From an optimization exercise on the open Yosys and OpenROAD flow, aimed at small area; shortcuts taken in it are not production practice.
RTL that was checked went through simulation tests only; none was proved equivalent to the original.
Function not checked in run 4: the RTL went through the layout flow alone.

## run.sh

```bash
#!/bin/bash
# synth_recipe.tcl (not shown) runs the flow's synth.tcl, then flattens the netlist and writes it again
# the make line also repeats each setting of config.mk as NAME=value (left out here)
make -C /OpenROAD-flow-scripts/flow DESIGN_CONFIG=/design/flow/config.mk WORK_HOME=/design/flow/orfs CLKGATE_MAP_FILE= SYNTH_SCRIPT=/design/flow/synth_recipe.tcl finish
```

## config.mk

```make
export PLATFORM = sky130hd
export DESIGN_NAME = mtm_Alu
export DESIGN_NICKNAME = mtm_Alu
export VERILOG_FILES = /design/flow/design.v
export SDC_FILE = /design/flow/constraint.sdc
export NUM_CORES = 4
export LEC_CHECK = 0
export CAP_MARGIN = 20
export CORE_MARGIN = 2
export CORE_UTILIZATION = 40
export SLEW_MARGIN = 20
```

## constraint.sdc

```tcl
create_clock -name core_clock -period 5.0 [get_ports {clk}]
set_input_delay 1.0000 -clock core_clock [delete_from_list [all_inputs] [get_ports {clk}]]
set_output_delay 1.0000 -clock core_clock [all_outputs]
set_load 0.01 [all_outputs]
```

## design.v

```verilog
module mtm_Alu_deserializer (
	input wire clk,
	input wire rst_n,
	input wire in,
	input wire data_ready_in,
	output reg [71:0] out,
	output wire data_ready_out,
	output reg [6:0] err_flags
);
reg [3:0] counter;
reg [3:0] frame_counter;
reg [3:0] crc;
reg drdy;
reg [6:0] err_flags_n;
reg [71:0] out_n;
reg drdy_n;
reg [3:0] counter_n;
reg [3:0] frame_counter_n;
reg [3:0] crc_n;
assign data_ready_out = drdy;
always @(posedge clk or negedge rst_n)
    begin
        if(!rst_n)
            begin
                err_flags <= 7'b0;
                out <= 72'b0;
                drdy <= 1'b0;
                counter <= 4'b0;
                frame_counter <= 4'b0;
                crc <= 4'b0;
            end
        else 
		begin	
			err_flags_n = err_flags;
			out_n = out;
			drdy_n = drdy;
			counter_n = counter;
			frame_counter_n = frame_counter;
			crc_n = crc;
			if(data_ready_in)
			    begin
				drdy_n = 1'b0;
				counter_n = 4'b0;
				frame_counter_n = 4'b0;
				crc_n = 4'b0;
				err_flags_n = 7'b0;
			    end
			if(!drdy_n)
			    begin
			    if((in == 1'b0) || (counter_n != 4'b0))
				begin
				    if (counter_n == 4'h0) counter_n = counter_n + 1'b1;
				    else if (counter_n == 4'h1)
				        begin
				            if((in == 1'b1) && (frame_counter_n != 4'h8))  err_flags_n = 7'b1100100;
				            else if ((in == 1'b0) && (frame_counter_n == 4'h8)) err_flags_n =7'b1100100;
				            counter_n = counter_n + 1'b1;
				        end
				    else if (counter_n == 4'b1010)
				        begin
				            if(frame_counter_n == 4'h8)
				                begin
				                    frame_counter_n = 4'b0;
				                    if (crc_n != out_n[3:0]) err_flags_n =7'b1010010;
				                    if (out_n[6:4] != 3'b0 && out_n[6:4] != 3'b001 && out_n[6:4] != 3'b100 && out_n[6:4] != 3'b101) err_flags_n =7'b1001001;
				                    drdy_n = 1'b1;
				                end
				            else if(err_flags_n != 7'b0) drdy_n = 1'b1;
				            else frame_counter_n = frame_counter_n + 1'b1;
				            counter_n = 4'h0;
				        end
				    else
				        begin
				            if((frame_counter_n != 4'h8) || (counter_n < 4'h6))
				                begin
				                    crc_n[3]  = crc_n[2] ^ in ^ crc_n[3];
				                    crc_n[2]  = crc_n[1];
				                    crc_n[1]  = crc_n[0];
				                    crc_n[0]  = in ^ crc_n[3];
				                end
				            counter_n = counter_n + 1'b1;
				            out_n = out_n << 1;
				            out_n[0] = in;
				        end
				end
			    end
			err_flags <= err_flags_n;
			out <= out_n;
			drdy <= drdy_n;
			counter <= counter_n;
			frame_counter <= frame_counter_n;
			crc <= crc_n;
		end
    end
endmodule
module mtm_Alu_core(
	input wire [32:0] A,
	input wire [32:0] B,
	input wire [2:0] OP,
	input wire clk,
	input wire rst_n,
	input wire data_ready_in,
	input wire [6:0] err_flags,
	output wire data_ready_out,
	output reg [32:0] C,
	output reg [7:0] CTL  
);
localparam AND = 0;
localparam OR = 1;
localparam ADD = 4;
localparam SUB = 5;
assign data_ready_out = data_ready_in;
always @*
        begin
            CTL = 8'b0;
            C = 33'b0;
            if(err_flags == 7'b0)
                begin
                    case(OP)
                        AND: 
                            C = A & B; 
                        OR: 
                            C = A | B; 
                        ADD: 
                            begin
                                C = A + B; 
                                CTL[6] = C[32];
                                CTL[5] = (~(A[31] ^ B[31])) & (A[31] ^ C[31]);
                            end
                        SUB: 
                            begin
                                C = A - B; 
                                CTL[6] = C[32];
                                CTL[5] = ((A[31] ^ B[31]) & ~(B[31] ^ C[31]));
                            end
                        default: CTL = CTL | 8'b10010010;
                    endcase
                    CTL[4] = (C[31:0] == 32'b0)? 1'b1 : 1'b0;
                    CTL[3] = C[31];
                end
            else
                begin
                    CTL[7:1] = err_flags;
                end
        end
endmodule
module mtm_Alu_serializer (
	input wire clk,
	input wire rst_n,
	input wire [39:0] in,
	input wire data_ready,
	output reg out
);
wire out_nxt;
reg [2:0] set_counter;
reg [3:0] counter;
reg [39:0] data;
reg data_case;
reg [2:0] crc;
reg parity;
always @(posedge clk or negedge rst_n)
begin
    if(!rst_n)
        begin
            set_counter <= 3'b0;
            counter <= 4'b0;
            data <= 40'b0;
            data_case <= 1'b0;
            crc <= 3'b0;
            parity <= 1'b1;
        end
    else
	begin
	if(data_ready)
		    begin
			set_counter <= (in[7]) ? 3'h5 : 3'h1;
			data_case <= in[7];
			data <= (in[7])? {in[0+:8],32'b0}:in;
			counter <= 4'h0;
			parity <= 1'b1;
			crc <= 3'b0;
		    end
        else if(set_counter != 3'b0)
            begin
                if(counter == 4'h0a) 
                    begin
                        set_counter <= (set_counter == 3'h5)? 3'h0 : (set_counter + 1'b1);    
                    end
                else if(counter != 4'h0 && counter != 4'h1)
                    begin
                        if(data_case)
                            parity <= data[39] ^ parity;
                        else
                            begin
                                crc[2]  <= crc[1] ^ data[39] ^ crc[0];
                                crc[1]  <= crc[0];
                                crc[0]  <= data[39] ^ crc[2];
                            end
                        data <= data << 1;
                        if(data_case && (counter == 4'h8))
                            data[39] <= ~(data[39] ^ parity);
                        if(!data_case && (set_counter == 3'h5) && (counter == 4'h6))
                            data[39:37] <= {crc[1] ^ data[39] ^ crc[0], crc[0], data[39] ^ crc[2]};
                    end
                counter <= (counter == 4'ha)? 4'b0 : counter + 1'b1;
            end
	end
end
assign out_nxt = (set_counter == 3'b0)? 1'b1:
	(counter == 4'h0)? 1'b0:
	((counter == 4'h1) && (set_counter == 3'h5))? 1'b1:
 	(counter == 4'h1)? 1'b0:
	(counter == 4'ha)? 1'b1: data[39];
always @(posedge clk)
	out <= out_nxt;
endmodule
module mtm_Alu (
    input  wire clk,    
    input  wire rst_n,  
    input  wire sin,    
    output wire sout    
);
wire [71:0] pout1;
wire [6:0] err_flags;
wire data_ready1, data_ready2;
wire [32:0] result;
wire [7:0] CTL;
mtm_Alu_deserializer u_mtm_Alu_deserializer(
	.clk(clk),
	.rst_n(rst_n),
	.in(sin),
	.data_ready_in(data_ready2),
	.out(pout1),
	.data_ready_out(data_ready1),
	.err_flags(err_flags)
);
mtm_Alu_core u_mtm_Alu_core(
	.B({1'b0,pout1[71:40]}),
	.A({1'b0,pout1[39:8]}),
	.OP(pout1[6:4]),
	.rst_n(rst_n),
	.data_ready_in(data_ready1),
	.err_flags(err_flags),
	.data_ready_out(data_ready2),
	.C(result),
	.CTL(CTL)
);
mtm_Alu_serializer u_mtm_Alu_serializer(
	.clk(clk),
	.rst_n(rst_n),
	.in({result[31:0],CTL}),
	.data_ready(data_ready2),
	.out(sout)
);
endmodule
```

==> load_flow_metrics.sql, run 1 <==
INSERT INTO impl_metrics (metric_group, metric, value, unit) VALUES
('floorplanning', 'die-height', '178', 'um'),
('drt', 'route.top_layer_used', 'met4', ''),
('outcome', 'outcome', 'timing/DRC/antenna clean', ''),
('placement', 'dpl-instance-area', '0.0124', 'mm2'),
('clock_tree', 'cts_tree', 'done', ''),
('clock_tree', 'cts.repair.resized', '0', ''),
('timing', 'number_of_endpoints_with_negative_hold_slack_in_the_final_report', '0', ''),
('logic_synthesis', 'ys.warnings.count', '3', ''),
('drt', 'vias', '11200', ''),
('worst_setup_path', 'timing.critical_path.from_type', 'flop', ''),
('timing', 'fin_hold_ws', '512', 'ps'),
('placement', 'finalWeightedCongestion', '1.04', ''),
('global_route', 'globalRouteOverflowTotal', '0', ''),
('worst_hold_path', 'hold_crit_depth', '2', ''),
('final_layout', 'insertedDiodeCount', '0', ''),
('clock_tree', 'number_of_sinks_driven_by_the_clock_tree', '144', ''),
('timing', 'max_freq', '0.231', 'GHz'),
('logic_synthesis', 'synthTopCellsByCount', 'nand2_1, o21ai_0, dfrtp_1', ''),
('final_layout', 'num-nets-final', '1586', ''),
('worst_setup_path', 'worstReg2RegStart', 'u_mtm_Alu_deserializer.out[25]', ''),
('final_layout', 'final_design_area_no_fill', '0.0130', 'mm2'),
('timing', 'headroom_to_the_max_slew_limit', '37.1', '%'),
('clock_tree', 'path_clk_slew', '70', 'ps'),
('logic_synthesis', 'yosysMostFrequentCell', 'nand2_1', ''),
('worst_setup_path', 'critical_path_class', 'reg2reg', ''),
('clock_tree', 'hold_buffers', '0', ''),
('placement', 'detailedPlacementHpwl', '25000', 'um'),
('drt', 'detail_route.first_pass.iterations', '6', ''),
('logic_synthesis', 'ys_top_cells_by_area', 'dfrtp_1, ha_1, o21ai_0', ''),
('worst_setup_path', 'cell_depth_of_the_worst_flop_to_flop_path', '13', ''),
('global_route', 'total_grt_usage', '22.5', '%'),
('global_route', 'pin_count_of_the_biggest_net_entering_global_routing', '82', ''),
('worst_setup_path', 'required', '5370', 'ps'),
('logic_synthesis', 'yosys.cell_types.count', '90', ''),
('worst_setup_path', 'cp-end-kind', 'flop', ''),
('timing', 'period_needed', '4330', 'ps'),
('worst_setup_path', 'timing.critical_path.to', 'u_mtm_Alu_serializer.data[4]', ''),
('timing', 'setup-tns-final', '0', 'ps'),
('floorplanning', 'width_of_the_die', '178', 'um'),
('drt', 'drt-total-wl', '34400', 'um'),
('final_layout', 'utilization', '43.8', '%'),
('final_layout', 'layout-drive-gt1-share', '5.93', '%'),
('global_route', 'number_of_global_route_vias_before_repair', '10500', ''),
('logic_synthesis', 'share_of_yosys_cell_area_claimed_by_the_top_area_cell_type', '29.4', '%'),
('drt', 'detail_route.drc_violations', '0', ''),
('drt', 'drt.antenna.violating_nets', '0', ''),
('drt', 'dr_wl_met2', '15300', 'um'),
('logic_synthesis', 'ys_ff_latch', '144', ''),
('logic_synthesis', 'postSynthAreaPerCell', '7.91', 'um2'),
('worst_hold_path', 'timing.hold.worst.class', 'reg2reg', ''),
('timing', 'setup_viol_count_final', '0', ''),
('timing', 'layout_worst_path_cycle_share', '86.6', '%'),
('timing', 'timing_worst_slew_pin_value', '940', 'ps'),
('timing', 'max_transition_viols_final', '0', ''),
('drt', 'wl_per_cell', '18.4', 'um'),
('floorplanning', 'floorplan.core_area', '0.0297', 'mm2'),
('worst_setup_path', 'cp-startpoint', 'u_mtm_Alu_deserializer.out[25]', ''),
('worst_setup_path', 'r2r-end', 'u_mtm_Alu_serializer.data[4]', ''),
('worst_setup_path', 'regToRegSetupSlack', '670', 'ps'),
('final_layout', 'fillerInstances', '2955', ''),
('floorplanning', 'num_rows', '63', ''),
('logic_synthesis', 'synth_nets', '1644', ''),
('timing', 'clock_skew', '15.3', 'ps'),
('final_layout', 'flow.area_growth_from_synthesis', '7.47', '%'),
('clock_tree', 'htree_levels', '4', ''),
('logic_synthesis', 'synth_sequential_area_ratio', '29.8', '%'),
('logic_synthesis', 'synth_enable_flop_cells', '0', ''),
('placement', 'dp_worst_setup_slack', '738', 'ps');
-- cell usage in the layout (no fill, tap or decap), types with 10 or more instances in the layout --
cell type  netlist  routed
a31oi_1         18      18
ha_1           110     110
o31ai_1         17      17
dfrtp_1        142     140
clkbuf_16        0      17
or3_1           10      10
nand2b_1        10      10
a21oi_1        109     109
o21a_1          11      11
o21ai_0        149     149
nor3_1          44      44
buf_4            1      16
inv_1          106     106
o211ai_1        20      20
nor4_1          20      20
nor2_1         124     123
nor2b_1         19      18
nand2_1        171     170
xnor2_1         24      24
a21o_1          10      10
mux2i_1         47      47
nand3_1         40      40
o22ai_1         23      23
mux2_2          10      10
nand4_1         22      22
a211oi_1        21      21
-- through the flow --
stage | instances
floorplan | 1529
global placement | 1841
detailed placement | 1842
CTS | 1874
global route | 1874
finish | 1874
-- worst min path at each step --
| stage | start | endpoint |
|---|---|---|
| 2_1_floorplan | u_mtm_Alu_deserializer.err_flags[4] | u_mtm_Alu_deserializer.err_flags[4] |
| 3_3_place_gp | u_mtm_Alu_deserializer.out[50] | u_mtm_Alu_deserializer.out[50] |
| 3_5_place_dp | u_mtm_Alu_deserializer.out[7] | u_mtm_Alu_deserializer.out[8] |
| 4_1_cts | u_mtm_Alu_deserializer.out[51] | u_mtm_Alu_deserializer.out[51] |
| 5_1_grt | u_mtm_Alu_deserializer.out[65] | u_mtm_Alu_deserializer.out[65] |
| 6_report | u_mtm_Alu_deserializer.out[51] | u_mtm_Alu_deserializer.out[51] |
-- layer usage --
metal / vias up / track usage (%)
li1: 5395 / -
met1: 5327 / 31.2
met2: 423 / 35.0
met3: 83 / 3.88
met4: 0 / 8.64
met5: - / 0
-- worst max-delay path: stages (launching register included) --
cell	delay [ps]
dfrtp_1	430
inv_1	80
ha_1	510
or4_4	600
or3_4	370
a2111oi_4	350
o21ai_2	180
and4_4	230
o21a_1	190
nor4b_2	560
o2111ai_1	230
nor4_2	210
nand2_1	120
a31oi_1	190
-- kinds of logic (layout without fill, tap and decap cells) --
group                      Yosys count  in the layout  share of synthesized area, %
and+or+nand+nor                    503            503                          19.8
muxes                               57             57                          4.82
AOI/OAI and AO/OA                  481            481                          25.4
xor gates and xnor gates            27             27                          1.95
buffers and inverters              205            160                          6.59
DFF                                144            144                          29.8
adders and majority gates          112            112                          11.7
-- final cells by class --
class / count / area, um2 / area share [%]
Multi-Input combinational cell: 1180 / 7720 / 59.4
Sequential cell: 144 / 3600 / 27.7
Tap cell: 390 / 488 / 3.75
Clock buffer: 18 / 439 / 3.38
Inverter: 108 / 405 / 3.12
Timing Repair Buffer: 20 / 179 / 1.38
Clock inverter: 14 / 169 / 1.30
-- flip-flops by register name, indices dropped and copies added (netlist names) --
signal,flops
u_mtm_Alu_deserializer.counter,4
u_mtm_Alu_deserializer.crc,4
u_mtm_Alu_deserializer.drdy,1
u_mtm_Alu_deserializer.err_flags,7
u_mtm_Alu_deserializer.frame_counter,4
u_mtm_Alu_deserializer.out,72
u_mtm_Alu_serializer.counter,4
u_mtm_Alu_serializer.crc,3
u_mtm_Alu_serializer.data,39
u_mtm_Alu_serializer.data_case,1
u_mtm_Alu_serializer.out,1
u_mtm_Alu_serializer.parity,1
u_mtm_Alu_serializer.set_counter,3
==> run 2, diff against run 1 <==
==> design.v (replaced) <==
module mtm_Alu (
    input  wire clk,    
    input  wire rst_n,  
    input  wire sin,    
    output reg  sout    
);
reg [3:0] rc;     
reg [3:0] rf;     
reg       rdy;    
reg       terr;   
reg [3:0] crc;
reg [2:0] op;
reg [31:0] L, U;
wire rx_bit = (rc >= 4'd2) && (rc <= 4'd9);
wire cmp    = rf[3] && (rc >= 4'd6);      
always @(posedge clk or negedge rst_n)
    if (!rst_n) begin
        rc  <= 4'd0;
        rf  <= 4'd0;
        rdy <= 1'b0;
    end else begin
        rdy <= (rc == 4'd10) && (rf[3] || terr);
        if (rdy)
            rf <= 4'd0;
        else if ((rc == 4'd10) && !terr && !rf[3])
            rf <= rf + 4'd1;
        if (rc == 4'd10)
            rc <= 4'd0;
        else if ((rc != 4'd0) || !sin)
            rc <= rc + 4'd1;
    end
always @(posedge clk) begin
    if (rc == 4'd1)
        terr <= sin ^ rf[3];
    if ((rf == 4'd0) && (rc[3:1] == 3'd0))
        crc <= 4'd0;
    else if (rx_bit)
        crc <= {crc[3] ^ crc[2] ^ sin, crc[1], crc[0], crc[3] ^ (cmp ? sin : crc[2])};
    if (rx_bit && !cmp)
        op <= {op[1:0], sin};
    if (rx_bit && !rf[3])
        L <= {L[30:0], sin};
end
wire sub   = op[0];
wire arith = op[2];
wire [31:0] Bx = U ^ {32{sub}};
wire [32:0] cy;
reg k8, k16, k24;
wire [31:0] C;
assign cy[0] = sub;
genvar i;
generate
    for (i = 0; i < 32; i = i + 1) begin : g_alu
        wire cin = (i == 8) ? k8 : (i == 16) ? k16 : (i == 24) ? k24 : cy[i];
        assign cy[i+1] = (L[i] & Bx[i]) | (L[i] & cin) | (Bx[i] & cin);
        assign C[i] = arith ? (L[i] ^ Bx[i] ^ cin) : (sub ? (L[i] | U[i]) : (L[i] & U[i]));
    end
endgenerate
always @(posedge clk) begin
    k8  <= cy[8];
    k16 <= cy[16];
    k24 <= cy[24];
end
wire flag_c = arith & (cy[32] ^ sub);
wire flag_v = arith & (cy[32] ^ cy[31]);
wire full    = rf[3];
wire crc_bad = |crc;
wire err_op  = full & op[1];
wire err_crc = full & ~op[1] & crc_bad;
wire err_dat = ~full | (~op[1] & ~crc_bad & terr);
wire is_err  = ~full | op[1] | crc_bad | terr;
reg [2:0] tf;     
reg [3:0] tc;     
reg       terr_tx;
reg [3:0] F;      
reg [2:0] tcrc;
wire tx_on  = (tf != 3'd0);
wire ctl_fr = (tf == 3'd5);
wire tx_bit = tx_on && (tc >= 4'd2) && (tc <= 4'd9);
wire c_bit  = tx_bit && !ctl_fr;           
wire k0     = (tc == 4'd2);
wire k7     = (tc == 4'd9);
wire k_hi   = (tc >= 4'd7);                
reg pay;
always @* begin
    if (!ctl_fr)
        pay = U[31];
    else if (k0)
        pay = terr_tx;
    else if (k7)
        pay = terr_tx | tcrc[2];
    else if (k_hi && !terr_tx)
        pay = tcrc[2];
    else
        pay = F[3];
end
wire out_nxt = !tx_on ? 1'b1 :
               (tc == 4'd0) ? 1'b0 :
               (tc == 4'd1) ? ctl_fr :
               (tc == 4'd10) ? 1'b1 : pay;
always @(posedge clk or negedge rst_n)
    if (!rst_n)
        tf <= 3'd0;
    else if (rdy)
        tf <= is_err ? 3'd5 : 3'd1;
    else if (tx_on && (tc == 4'd10))
        tf <= ctl_fr ? 3'd0 : tf + 3'd1;
wire tcrc_d = (ctl_fr && k_hi) ? tcrc[0] : pay;
always @(posedge clk) begin
    if (rdy)
        tc <= 4'd0;
    else if (tx_on)
        tc <= (tc == 4'd10) ? 4'd0 : tc + 4'd1;
    if (rdy) begin
        terr_tx <= is_err;
        tcrc    <= 3'd0;
        F       <= is_err ? {err_dat, err_crc, err_op, 1'b0} : {flag_c, flag_v, 1'b1, C[31]};
    end else begin
        if (tx_bit)
            tcrc <= {tcrc[1] ^ tcrc_d ^ tcrc[0], tcrc[0], tcrc_d ^ tcrc[2]};
        if (c_bit)
            F[1] <= F[1] & ~U[31];
        else if (ctl_fr && tx_bit && !k0)
            F <= {F[2], F[1], terr_tx ? F[3] : F[0], F[0]};
    end
    if (rdy)
        U <= C;
    else if ((rx_bit && rf[2]) || c_bit)
        U <= {U[30:0], L[31]};
    sout <= out_nxt;
end
endmodule
--- a/config.mk
+++ b/config.mk
@@ -6,6 +6,7 @@
 export NUM_CORES = 4
 export LEC_CHECK = 0
+export ABC_AREA = 1
 export CAP_MARGIN = 20
 export CORE_MARGIN = 2
-export CORE_UTILIZATION = 40
+export CORE_UTILIZATION = 60
 export SLEW_MARGIN = 20
==> run 2 against run 1 <==
Net effect:
- largest cell class is now flip-flops and latches
- sequential cell count fell by 44
- final cell count fell by 58%
- still clean on timing, DRC and antenna
- area after synthesis fell by 52%
==> load_flow_metrics.sql, run 2 <==
INSERT INTO impl_metrics (metric_group, metric, value, unit) VALUES
('outcome', 'outcome', 'timing/DRC/antenna clean', ''),
('worst_setup_path', 'timing.critical_path.from_type', 'flop', ''),
('final_layout', 'layout_common_cells', 'nand2_1, inv_1, edfxtp_1', ''),
('logic_synthesis', 'syn_inst', '654', ''),
('global_route', 'pin_count_of_the_biggest_net_entering_global_routing', '63', ''),
('floorplanning', 'die-height', '102', 'um'),
('floorplanning', 'die_area', '0.0105', 'mm2'),
('final_layout', 'insertedDiodeCount', '0', ''),
('final_layout', 'reg.largest.list', 'L: 32 flops, U: 32 flops', ''),
('clock_tree', 'postCtsSetupBuffers', '0', ''),
('drt', 'vias', '4229', ''),
('final_layout', 'utilization', '66.6', '%'),
('drt', 'detail_route.first_pass.iterations', '5', ''),
('placement', 'place.port_buffers', '3', ''),
('drt', 'wl_per_cell', '13.8', 'um'),
('logic_synthesis', 'ys_ff_latch', '100', ''),
('worst_setup_path', 'cp-end-kind', 'flop', ''),
('drt', 'drt-total-wl', '10900', 'um'),
('logic_synthesis', 'async_reset_ff_share', '12.0', '%'),
('logic_synthesis', 'synth_sequential_area_ratio', '48.1', '%'),
('drt', 'initialDrtViolationCount', '228', ''),
('logic_synthesis', 'share_of_yosys_cell_area_claimed_by_the_top_area_cell_type', '37.7', '%'),
('floorplanning', 'num_rows', '35', ''),
('clock_tree', 'cts_tree', 'done', ''),
('final_layout', 'layout-drive-gt1-share', '8.21', '%'),
('timing', 'setup-tns-final', '0', 'ps'),
('logic_synthesis', 'synth_nets', '691', ''),
('drt', 'via_per_inst', '5.37', ''),
('timing', 'period_needed', '4590', 'ps'),
('worst_hold_path', 'hold_path.startpoint', 'L[12]', ''),
('timing', 'max_freq', '0.218', 'GHz'),
('clock_tree', 'htree_levels', '3', ''),
('clock_tree', 'cts.repair.resized', '0', ''),
('floorplanning', 'floorplan.core_area', '0.00933', 'mm2'),
('timing', 'fin_hold_ws', '458', 'ps'),
('logic_synthesis', 'synth_enable_flop_cells', '73', ''),
('final_layout', 'final_design_area_no_fill', '0.00621', 'mm2'),
('logic_synthesis', 'ys_top_cells_by_area', 'edfxtp_1, fa_1, nand2_1', ''),
('logic_synthesis', 'postSynthAreaPerCell', '8.88', 'um2'),
('timing', 'layout_worst_path_cycle_share', '91.9', '%'),
('logic_synthesis', 'synth_flop_cell', 'edfxtp_1', ''),
('timing', 'max_transition_viols_final', '0', ''),
('final_layout', 'num-nets-final', '690', ''),
('worst_setup_path', 'cell_depth_of_the_worst_flop_to_flop_path', '14', ''),
('clock_tree', 'clk_latency', '370', 'ps'),
('global_route', 'global_route_wire_length_before_repair', '19000', 'um'),
('global_route', 'total_grt_usage', '23.2', '%'),
('global_route', 'globalRouteOverflowTotal', '0', ''),
('timing', 'clock_skew', '11.5', 'ps'),
('logic_synthesis', 'netlist_area', '0.00581', 'mm2'),
('logic_synthesis', 'yosys.cell_types.count', '41', ''),
('timing', 'setup_slack', '407', 'ps'),
('drt', 'drt.antenna.violating_nets', '0', ''),
('clock_tree', 'clock_root_buffer', 'clkbuf_8', ''),
('floorplanning', 'start_util', '62.3', '%'),
('floorplanning', 'ios', '4', ''),
('global_route', 'grt_antenna_before_repair', '0', ''),
('worst_hold_path', 'end_point_of_the_worst_hold_path', 'L[13]', ''),
('floorplanning', 'width_of_the_die', '102', 'um'),
('worst_setup_path', 'required', '5100', 'ps'),
('worst_hold_path', 'hold_crit_depth', '0', ''),
('final_layout', 'leading_cell_type_in_the_layout_fill_and_taps_excluded', 'nand2_1', ''),
('clock_tree', 'hold_buffers', '0', ''),
('worst_hold_path', 'timing.hold.worst.class', 'reg2reg', ''),
('timing', 'timing_worst_slew_pin_value', '904', 'ps'),
('flow_run', 'max_cap_violations', '0', ''),
('logic_synthesis', 'ys.warnings.count', '1', ''),
('worst_setup_path', 'critical_path_class', 'reg2reg', ''),
('worst_setup_path', 'worst-path-max-fanout', '14', ''),
('clock_tree', 'cts_made_buffers', '9', ''),
('final_layout', 'flow.area_growth_from_synthesis', '6.89', '%'),
('logic_synthesis', 'yosysTopAreaCell', 'edfxtp_1', ''),
('timing', 'rsz0062_at_grt', 'no', ''),
('placement', 'finalWeightedCongestion', '0.801', ''),
('global_route', 'number_of_global_route_vias_before_repair', '4193', ''),
('placement', 'detailedPlacementHpwl', '7330', 'um'),
('placement', 'place_inst', '771', ''),
('worst_setup_path', 'r2r-end', 'U[23]', ''),
('worst_setup_path', 'regToRegSetupSlack', '410', 'ps'),
('clock_tree', 'number_of_sinks_driven_by_the_clock_tree', '100', ''),
('logic_synthesis', 'yosysMostFrequentCell', 'nand2_1', ''),
('clock_tree', 'path_clk_slew', '90', 'ps'),
('final_layout', 'non_filler_instance_count_after_layout', '787', ''),
('clock_tree', 'cts-root-to-sink-buffers', '2', ''),
('drt', 'detail_route.drc_violations', '0', ''),
('timing', 'setup_viol_count_final', '0', ''),
('timing', 'headroom_to_the_max_slew_limit', '39.7', '%'),
('timing', 'number_of_endpoints_with_negative_hold_slack_in_the_final_report', '0', ''),
('logic_synthesis', 'synthTopCellsByCount', 'nand2_1, inv_1, edfxtp_1', ''),
('placement', 'dpl-instance-area', '0.00598', 'mm2'),
('worst_setup_path', 'cp_data_arrival_time', '4690', 'ps'),
('placement', 'dp_worst_setup_slack', '459', 'ps'),
('worst_setup_path', 'worstReg2RegStart', 'op[0]', '');
-- run 2: cell types whose count changed after synthesis, sizes merged, moves of 47 or more --
cell	previous run	this run
a21oi	109	47
clkbuf	74	13
dfrtp	142	12
edfxtp	0	73
ha	110	4
mux2i	47	0
o21ai	157	67
-- run 2: worst max-delay path by stage --
stage               depth (start not counted)  start  endpoint  slack, ps
global route                               13  op[0]     U[23]        160
finish                                     14  op[0]     U[23]        410
global placement                           14  op[0]     U[23]        580
floorplan                                  17  op[0]     U[23]        730
detailed placement                         14  op[0]     U[15]        460
CTS                                        14  op[0]     U[23]        430
-- run 2: kinds of logic after synthesis --
family / Yosys count / share of synthesized area, %
adders and majority gates: 35 / 11.4
buffers and inverters: 116 / 7.71
xor gates and xnor gates: 7 / 1.06
AOI/OAI and AO/OA: 135 / 12.5
DFF: 100 / 48.1
and+or+nand+nor: 261 / 19.3
-- run 2: per-layer routing --
layer	GRT usage [%]	vias to the layer above	wire length (um)
met4	8.41	0	170
met2	36.4	83	5100
met3	4.31	17	405
met1	32.5	2001	5210
met5	0	-	0
li1	-	2128	-
-- run 2: cell type report --
cell class | instances | area, um2
Tap cell | 129 | 161
Multi-Input combinational cell | 438 | 2580
Fill cell | 742 | 3120
Clock buffer | 11 | 151
Timing Repair Buffer | 10 | 82.6
Clock inverter | 5 | 82.6
Inverter | 94 | 355
Sequential cell | 100 | 2790
-- run 2: critical path, cell delays in order (launching register included) --
cell,delay (ps)
edfxtp_1,670
nor2_1,130
nor2_1,160
fa_1,180
inv_1,50
fa_1,390
fa_1,400
fa_1,420
fa_1,410
fa_1,400
fa_1,360
inv_1,80
fa_1,410
o211ai_1,160
o21ai_0,110
==> run 3, diff against run 2 <==
--- a/design.v
+++ b/design.v
@@ -44,24 +44,33 @@
 wire sub   = op[0];
 wire arith = op[2];
-wire [31:0] Bx = U ^ {32{sub}};
-wire [32:0] cy;
-reg k8, k16, k24;
-wire [31:0] C;
-assign cy[0] = sub;
+wire pass  = rf[3] & (rc[3] | rdy);           
+wire [1:0] sel = {rc[1] | rdy, rc[0] | rdy};    
+reg  [7:0] La;
+always @*
+    case (sel)
+        2'd0: La = L[7:0];
+        2'd1: La = L[15:8];
+        2'd2: La = L[23:16];
+        default: La = L[31:24];
+    endcase
+wire [7:0] Ub = U[7:0];
+wire [7:0] Bx = Ub ^ {8{sub & arith}};
+reg        kc;                                  
+wire [8:0] cy;
+wire [7:0] C8;
+assign cy[0] = kc;
 genvar i;
 generate
-    for (i = 0; i < 32; i = i + 1) begin : g_alu
-        wire cin = (i == 8) ? k8 : (i == 16) ? k16 : (i == 24) ? k24 : cy[i];
-        assign cy[i+1] = (L[i] & Bx[i]) | (L[i] & cin) | (Bx[i] & cin);
-        assign C[i] = arith ? (L[i] ^ Bx[i] ^ cin) : (sub ? (L[i] | U[i]) : (L[i] & U[i]));
+    for (i = 0; i < 8; i = i + 1) begin : g_alu
+        wire cin = arith ? cy[i] : sub;
+        wire co  = (La[i] & Bx[i]) | (La[i] & cin) | (Bx[i] & cin);
+        assign cy[i+1] = co;
+        assign C8[i] = arith ? (La[i] ^ Bx[i] ^ cin) : co;
     end
 endgenerate
-always @(posedge clk) begin
-    k8  <= cy[8];
-    k16 <= cy[16];
-    k24 <= cy[24];
-end
-wire flag_c = arith & (cy[32] ^ sub);
-wire flag_v = arith & (cy[32] ^ cy[31]);
+always @(posedge clk)
+    kc <= pass ? cy[8] : sub;
+wire flag_c = arith & (cy[8] ^ sub);
+wire flag_v = arith & (cy[8] ^ cy[7]);
 wire full    = rf[3];
 wire crc_bad = |crc;
@@ -115,5 +124,5 @@
         terr_tx <= is_err;
         tcrc    <= 3'd0;
-        F       <= is_err ? {err_dat, err_crc, err_op, 1'b0} : {flag_c, flag_v, 1'b1, C[31]};
+        F       <= is_err ? {err_dat, err_crc, err_op, 1'b0} : {flag_c, flag_v, 1'b1, C8[7]};
     end else begin
         if (tx_bit)
@@ -124,6 +133,6 @@
             F <= {F[2], F[1], terr_tx ? F[3] : F[0], F[0]};
     end
-    if (rdy)
-        U <= C;
+    if (pass)
+        U <= {C8, U[31:8]};
     else if ((rx_bit && rf[2]) || c_bit)
         U <= {U[30:0], L[31]};
==> run 3 against run 2 <==
Net effect:
- register-to-register slack lost 820 ps
- the layout now fails its checks (negative setup slack)
- first-iteration DRC count shrank 18%
- non-clock buffer count grew 19
- critical path depth grew 20
- highest routed layer unchanged
==> load_flow_metrics.sql, run 3 <==
INSERT INTO impl_metrics (metric_group, metric, value, unit) VALUES
('flow_run', 'max_cap_violations', '0', ''),
('logic_synthesis', 'async_reset_ff_share', '12.2', '%'),
('final_layout', 'layout-drive-gt1-share', '21.1', '%'),
('logic_synthesis', 'synth_nets', '506', ''),
('worst_hold_path', 'timing.hold.worst.class', 'reg2reg', ''),
('timing', 'clock_skew', '10.1', 'ps'),
('placement', 'detailedPlacementHpwl', '6370', 'um'),
('timing', 'number_of_endpoints_with_negative_hold_slack_in_the_final_report', '0', ''),
('floorplanning', 'start_util', '61.9', '%'),
('global_route', 'grt_antenna_before_repair', '0', ''),
('timing', 'headroom_to_the_max_slew_limit', '60.0', '%'),
('timing', 'setup_slack', '-408', 'ps'),
('logic_synthesis', 'synthTopCellsByCount', 'nand2_1, edfxtp_1, inv_1', ''),
('timing', 'period_needed', '5410', 'ps'),
('timing', 'max_freq', '0.185', 'GHz'),
('logic_synthesis', 'netlist_area', '0.00476', 'mm2'),
('placement', 'dp_worst_setup_slack', '-379', 'ps'),
('logic_synthesis', 'ys_ff_latch', '98', ''),
('worst_setup_path', 'cp_data_arrival_time', '5530', 'ps'),
('drt', 'vias', '3356', ''),
('timing', 'layout_worst_path_cycle_share', '108', '%'),
('final_layout', 'fillerInstances', '597', ''),
('timing', 'timing_worst_slew_pin_value', '599', 'ps'),
('outcome', 'outcome', 'complete, but fails checks', ''),
('clock_tree', 'number_of_sinks_driven_by_the_clock_tree', '98', ''),
('logic_synthesis', 'synth_sequential_area_ratio', '57.9', '%'),
('drt', 'drt-total-wl', '9180', 'um'),
('drt', 'detail_route.drc_violations', '0', ''),
('placement', 'finalWeightedCongestion', '0.817', ''),
('clock_tree', 'cts_tree', 'done', ''),
('drt', 'initialDrtViolationCount', '186', ''),
('global_route', 'globalRouteOverflowTotal', '0', ''),
('logic_synthesis', 'postSynthAreaPerCell', '9.67', 'um2'),
('worst_setup_path', 'required', '5120', 'ps'),
('clock_tree', 'htree_levels', '3', ''),
('logic_synthesis', 'synth_enable_flop_cells', '73', ''),
('worst_setup_path', 'worst-path-max-fanout', '4', ''),
('floorplanning', 'num_rows', '32', ''),
('placement', 'place.port_buffers', '3', ''),
('clock_tree', 'path_clk_slew', '100', 'ps'),
('logic_synthesis', 'ys_top_cells_by_area', 'edfxtp_1, nand2_1, dfrtp_1', ''),
('drt', 'via_per_inst', '5.35', ''),
('clock_tree', 'cts-root-to-sink-buffers', '2', ''),
('final_layout', 'num-nets-final', '534', ''),
('clock_tree', 'clock_root_buffer', 'clkbuf_8', ''),
('logic_synthesis', 'share_of_yosys_cell_area_claimed_by_the_top_area_cell_type', '46.1', '%'),
('timing', 'rsz0062_at_grt', 'yes', ''),
('worst_setup_path', 'worst_path_most_repeated_cell', 'nand2_2', ''),
('clock_tree', 'clk_latency', '370', 'ps'),
('worst_setup_path', 'cp-end-kind', 'flop', ''),
('global_route', 'total_grt_usage', '23.2', '%'),
('floorplanning', 'floorplan.core_area', '0.00769', 'mm2'),
('logic_synthesis', 'syn_inst', '492', ''),
('floorplanning', 'die_area', '0.00866', 'mm2'),
('logic_synthesis', 'yosysTopAreaCell', 'edfxtp_1', ''),
('global_route', 'number_of_global_route_vias_before_repair', '3365', ''),
('final_layout', 'final_design_area_no_fill', '0.00535', 'mm2'),
('final_layout', 'insertedDiodeCount', '0', ''),
('logic_synthesis', 'yosysMostFrequentCell', 'nand2_1', ''),
('global_route', 'pin_count_of_the_biggest_net_entering_global_routing', '37', ''),
('drt', 'drt.antenna.violating_nets', '0', ''),
('final_layout', 'layout_common_cells', 'nand2_1, edfxtp_1, inv_1', ''),
('floorplanning', 'width_of_the_die', '93.0', 'um'),
('drt', 'detail_route.first_pass.iterations', '4', ''),
('worst_setup_path', 'worst_path_max_delay_cell', 'dfrtp_2', ''),
('drt', 'wl_per_cell', '14.6', 'um'),
('global_route', 'global_route_wire_length_before_repair', '15600', 'um'),
('timing', 'setup_viol_count_final', '5', ''),
('timing', 'max_transition_viols_final', '0', ''),
('outcome', 'causes_of_the_check_failure', 'negative setup slack', ''),
('logic_synthesis', 'synth_flop_cell', 'edfxtp_1', ''),
('worst_setup_path', 'critical_path_class', 'reg2reg', ''),
('floorplanning', 'ios', '4', ''),
('floorplanning', 'die-height', '93.0', 'um'),
('final_layout', 'flow.area_growth_from_synthesis', '12.4', '%'),
('worst_setup_path', 'timing.critical_path.from_type', 'flop', ''),
('final_layout', 'reg.largest.list', 'L: 32 flops, U: 32 flops', ''),
('logic_synthesis', 'ys.warnings.count', '1', ''),
('final_layout', 'leading_cell_type_in_the_layout_fill_and_taps_excluded', 'nand2_1', ''),
('clock_tree', 'cts_made_buffers', '9', ''),
('logic_synthesis', 'yosys.cell_types.count', '37', ''),
('placement', 'dpl-instance-area', '0.00509', 'mm2'),
('worst_setup_path', 'slowest_delay', '470', 'ps');
==> run 3: layout make-up <==
cell class | instances | area, um2 | area share, %
clock inverters | 7 | 53.8 | 1.01
repair buffers | 29 | 225 | 4.21
inverters | 47 | 179 | 3.35
multi-input cells | 335 | 1880 | 35.2
well taps | 102 | 128 | 2.39
flip-flops and latches | 98 | 2760 | 51.5
clock buffers | 9 | 124 | 2.32
==> run 3: kinds of logic (layout without fill, tap and decap cells) <==
logic type                 after synthesis  in the layout  synth area share [%]
buffers and inverters                   59             92                  4.94
and+or+nand+nor                        244            244                  22.5
adders and majority gates               11             11                  4.16
DFF                                     98             98                  57.9
AOI/OAI and AO/OA                       67             67                  8.10
xor gates and xnor gates                13             13                  2.39
==> run 3: routing by layer <==
| layer | GRT usage [%] | vias up | wire length, um |
|---|---|---|---|
| li1 | - | 1691 | - |
| met1 | 31.2 | 1593 | 4300 |
| met2 | 38.5 | 61 | 4440 |
| met3 | 3.87 | 11 | 308 |
| met4 | 8.21 | 0 | 128 |
| met5 | 0 | - | 0 |
==> run 3: timing repair <==
action	4_1_cts	5_1_grt
endpoints found under the setup margin	5	6
resized for setup	13	15
gates cloned	0	0
setup buffers	0	1
pin swaps	7	22
hold buffers	0	0
==> run 3: final timing paths <==
path / slack, ps / endpoint / cells after the start / from
setup / recovery: -410 / F[2] / 34 / rc[1]
hold / removal: 460 / L[29] / 0 / L[28]
setup reg to reg: -410 / F[2] / 34 / rc[1]
hold reg to reg: 460 / L[29] / 0 / L[28]
max in group asynchronous: 3610 / rc[1] / 1 / rst_n
min in group asynchronous: 980 / rc[3] / 1 / rst_n
==> run 3: stage by stage <==
step / util [%] / TNS [ps] / std cells / hold WS [ps]
6_report: 69.5 / -1580 / 627 / 456
5_1_grt: 69.5 / -3180 / 627 / 466
4_1_cts: 68.9 / -1070 / 626 / 459
3_5_place_dp: 66.3 / -1440 / 610 / 434
3_3_place_gp: 66.3 / -925 / 610 / 427
2_1_floorplan: - / -1040 / 492 / 426
==> run 3: critical path, delay by kind of cell (launching register included) <==
family / cells / cell delay (ps)
and+or+nand+nor: 17 / 1150
DFF: 1 / 470
buffers and inverters: 3 / 250
AOI/OAI and AO/OA: 6 / 380
adders and majority gates: 8 / 2900
==> run 4, diff against run 3 <==
==> design.v (replaced) <==
module mtm_Alu (
    input  wire clk,    
    input  wire rst_n,  
    input  wire sin,    
    output reg  sout    
);
localparam R_IDLE = 4'b0110, R_TYPE = 4'b0111, R_STOP = 4'b0000, R_RDY = 4'b0010;
reg [3:0] rs;
reg [3:0] rf;     
reg       terr;   
reg [3:0] crc;
reg [2:0] op;
reg [31:0] L, U;
wire rx_bit = rs[3];
wire r_type = ~rs[3] & rs[0];
wire r_stop = ~rs[3] & ~rs[1];
wire r_wait = ~rs[3] & rs[1] & ~rs[0];
wire rdy    = ~rs[3] & ~rs[2] & rs[1];
wire full   = rf[3];
wire cmp    = full & rs[3] & rs[2];       
wire r_end  = full | terr;
always @(posedge clk or negedge rst_n)
    if (!rst_n) begin
        rs <= R_IDLE;
        rf <= 4'd0;
    end else begin
        if (rdy)
            rf <= 4'd0;
        else if (r_stop && !r_end)
            rf <= rf + 4'd1;
        if (r_stop)
            rs <= r_end ? R_RDY : R_IDLE;
        else if (r_wait)
            rs <= sin ? R_IDLE : R_TYPE;
        else
            rs <= rs + 4'd1;
    end
always @(posedge clk) begin
    if (r_type)
        terr <= sin ^ full;
    if ((rf == 4'd0) && !rs[3] && rs[2])
        crc <= 4'd0;
    else if (rx_bit)
        crc <= {crc[3] ^ crc[2] ^ sin, crc[1], crc[0], crc[3] ^ (cmp ? sin : crc[2])};
    if (rx_bit && !cmp)
        op <= {op[1:0], sin};
    if (rx_bit && !full)
        L <= {L[30:0], sin};
end
wire sub   = op[0];
wire arith = op[2];
wire pass  = cmp;
wire [1:0] sel = rs[1:0];                       
reg  [7:0] La;
always @*
    case (sel)
        2'd0: La = L[7:0];
        2'd1: La = L[15:8];
        2'd2: La = L[23:16];
        default: La = L[31:24];
    endcase
wire [7:0] Bx = U[7:0] ^ {8{sub & arith}};
reg        kc;                                  
wire [8:0] cy;
wire [7:0] C8;
assign cy[0] = (sel == 2'd0) ? sub : kc;
genvar i;
generate
    for (i = 0; i < 8; i = i + 1) begin : g_alu
        wire cin = arith ? cy[i] : sub;
        wire co  = (La[i] & Bx[i]) | (La[i] & cin) | (Bx[i] & cin);
        assign cy[i+1] = co;
        assign C8[i] = arith ? (La[i] ^ Bx[i] ^ cin) : co;
    end
endgenerate
always @(posedge clk)
    kc <= cy[8];
wire flag_c = arith & (cy[8] ^ sub);
wire flag_v = arith & (cy[8] ^ cy[7]);
wire crc_bad = |crc;
wire err_op  = full & op[1];
wire err_crc = full & ~op[1] & crc_bad;
wire err_dat = ~full | (~op[1] & ~crc_bad & terr);
wire is_err  = ~full | op[1] | crc_bad | terr;
localparam T_START = 4'b0110;
reg [2:0] tf;
reg [3:0] ts;
reg [3:0] F;      
reg [2:0] tcrc;
wire tx_on  = (tf != 3'd0);
wire ctl_fr = tf[2] & tf[0];
wire t_err  = tf[1];                       
wire tx_bit = tx_on & ts[3];
wire c_bit  = tx_bit & ~ctl_fr;            
wire t_stop = ~ts[3] & ~ts[1];
wire k0     = (ts[2:0] == 3'd0);
wire k_hi   = ts[2] & (ts[1] | ts[0]);     
wire pay = !ctl_fr ? U[31] : k0 ? t_err : k_hi ? tcrc[2] : F[3];
wire out_nxt = !tx_on ? 1'b1 :
               ts[3] ? pay :
               ~ts[1] | (ts[0] & ctl_fr);
always @(posedge clk or negedge rst_n)
    if (!rst_n)
        tf <= 3'd0;
    else if (rdy)
        tf <= is_err ? 3'd7 : 3'd1;
    else if (tx_on && t_stop)
        tf <= ctl_fr ? 3'd0 : tf + 3'd1;
wire tcrc_d = (ctl_fr && k_hi) ? tcrc[0] : pay;
always @(posedge clk) begin
    if (rdy || t_stop)
        ts <= T_START;
    else
        ts <= ts + 4'd1;
    if (rdy)
        tcrc <= {err_crc, err_op, is_err};
    else if (tx_bit && !(ctl_fr && t_err && !k_hi))
        tcrc <= {tcrc[1] ^ tcrc_d ^ tcrc[0], tcrc[0], tcrc_d ^ tcrc[2]};
    if (rdy) begin
        if (is_err)
            F <= {err_dat, err_crc, err_op, err_dat};
    end else if (pass && (sel == 2'd3))
        F <= {flag_c, flag_v, 1'b1, C8[7]};
    else if (c_bit)
        F[1] <= F[1] & ~U[31];
    else if (ctl_fr && tx_bit && !k0)
        F <= {F[2:0], 1'b0};
    if (pass)
        U <= {C8, U[31:8]};
    else if ((rx_bit && rf[2]) || c_bit)
        U <= {U[30:0], L[31]};
    sout <= out_nxt;
end
endmodule
--- a/config.mk
+++ b/config.mk
@@ -6,5 +6,5 @@
 export NUM_CORES = 4
 export LEC_CHECK = 0
-export ABC_AREA = 1
+export ABC_AREA = 0
 export CAP_MARGIN = 20
 export CORE_MARGIN = 2
==> run 4 against run 3 <==
Net effect:
- the layout still fails its checks (negative setup slack)
- critical path depth decreased by 8
- hold slack worse by 3.8 ps
- largest cell class unchanged
- sequential cell count decreased by 2
==> load_flow_metrics.sql, run 4 <==
INSERT INTO impl_metrics (metric_group, metric, value, unit) VALUES
('outcome', 'outcome', 'complete, but fails checks', ''),
('timing', 'timing_worst_slew_pin_value', '730', 'ps'),
('worst_setup_path', 'worstReg2RegStart', 'rs[1]', ''),
('global_route', 'pin_count_of_the_biggest_net_entering_global_routing', '42', ''),
('clock_tree', 'path_clk_slew', '90', 'ps'),
('clock_tree', 'number_of_sinks_driven_by_the_clock_tree', '96', ''),
('timing', 'setup_slack', '-428', 'ps'),
('logic_synthesis', 'async_reset_ff_share', '11.5', '%'),
('logic_synthesis', 'synth_sequential_area_ratio', '58.7', '%'),
('clock_tree', 'htree_levels', '3', ''),
('floorplanning', 'die-height', '92.0', 'um'),
('logic_synthesis', 'yosysMostFrequentCell', 'nand2_1', ''),
('drt', 'detail_route.first_pass.iterations', '5', ''),
('worst_setup_path', 'regToRegSetupSlack', '-430', 'ps'),
('outcome', 'causes_of_the_check_failure', 'negative setup slack', ''),
('final_layout', 'num-nets-final', '453', ''),
('timing', 'setup_viol_count_final', '4', ''),
('global_route', 'global_route_wire_length_before_repair', '14400', 'um'),
('placement', 'finalWeightedCongestion', '0.790', ''),
('timing', 'number_of_endpoints_with_negative_hold_slack_in_the_final_report', '0', ''),
('logic_synthesis', 'synthTopCellsByCount', 'nand2_1, edfxtp_1, nor2_1', '');
-- run 4: layout make-up --
class                           instances  area [um2]
Tap cell                              102         128
Inverter                               16        62.6
Clock inverter                          6        60.1
Sequential cell                        96        2730
Multi-Input combinational cell        280        1840
Fill cell                             605        2440
Timing Repair Buffer                   28         218
Clock buffer                           10         128
-- run 4: per-layer routing --
metal	wire length, um	up-vias	track usage [%]
met1	3920	1450	29.4
li1	-	1473	-
met4	80	0	5.60
met5	0	-	0
met3	257	9	5.34
met2	4260	37	36.7
-- run 4: cell families (layout without fill, tap and decap cells) --
family | after synthesis | in the layout | synth area share [%]
and+or+nand+nor | 159 | 159 | 15.2
xor gates and xnor gates | 22 | 22 | 4.14
DFF | 96 | 96 | 58.7
muxes | 18 | 18 | 3.90
adders and majority gates | 19 | 19 | 6.40
buffers and inverters | 35 | 60 | 3.23
AOI/OAI and AO/OA | 62 | 62 | 8.37
-- run 4: timing repair --
item | 4_1_cts | 5_1_grt
pin swaps | 4 | 1
hold buffers | 0 | 0
endpoints found under the setup margin | 5 | 6
buffers inserted | 3 | 2
gates resized for setup | 3 | 8
gates cloned | 0 | 0
-- run 4: how the worst max path moves through the flow --
stage                end  start
floorplan           F[2]  rs[1]
finish              F[3]  rs[1]
detailed placement  F[2]  rs[1]
global placement    F[2]  rs[1]
global route        F[3]  rs[1]
CTS                 F[3]  rs[1]
-- run 4: metrics by stage --
stage / setup WS, ps / TNS, ps
6_report: -428 / -1610
5_1_grt: -809 / -3780
4_1_cts: -425 / -1500
3_5_place_dp: -426 / -1600
3_3_place_gp: -290 / -1050
2_1_floorplan: -333 / -1260

## port drivers added, routing unchanged
Ports are ideal in the flow. The routed layouts listed here were re-timed in OpenROAD.
Step 1: set_driving_cell puts a clkbuf_16 on clk and a buf_2 on each other input, an assumption about the parent block.
Step 2 adds t to the input delays and takes it off the output delays; t is the mean of the earliest and latest rising clock arrival at the registers after step 1. Input paths then give back, and output paths get back, about the clock's delay inside the block.
Slacks: ideal ports / drivers / drivers and shift; pairs: ideal ports / drivers.
run | shift t [ns] | slack for setup (ns) | worst setup path after step 2 | latest minus earliest clock arrival (ns) | cell pins on the clock port's net
run 1 | 0.494 | 0.669 / 0.669 / 0.669 | register to register | 0.015 / 0.016 | 1
run 2 | 0.398 | 0.407 / 0.407 / 0.407 | register to register | 0.011 / 0.011 | 1
run 3 | 0.401 | -0.408 / -0.408 / -0.408 | register to register | 0.010 / 0.010 | 1
run 4 | 0.384 | -0.428 / -0.428 / -0.428 | register to register | 0.009 / 0.010 | 1
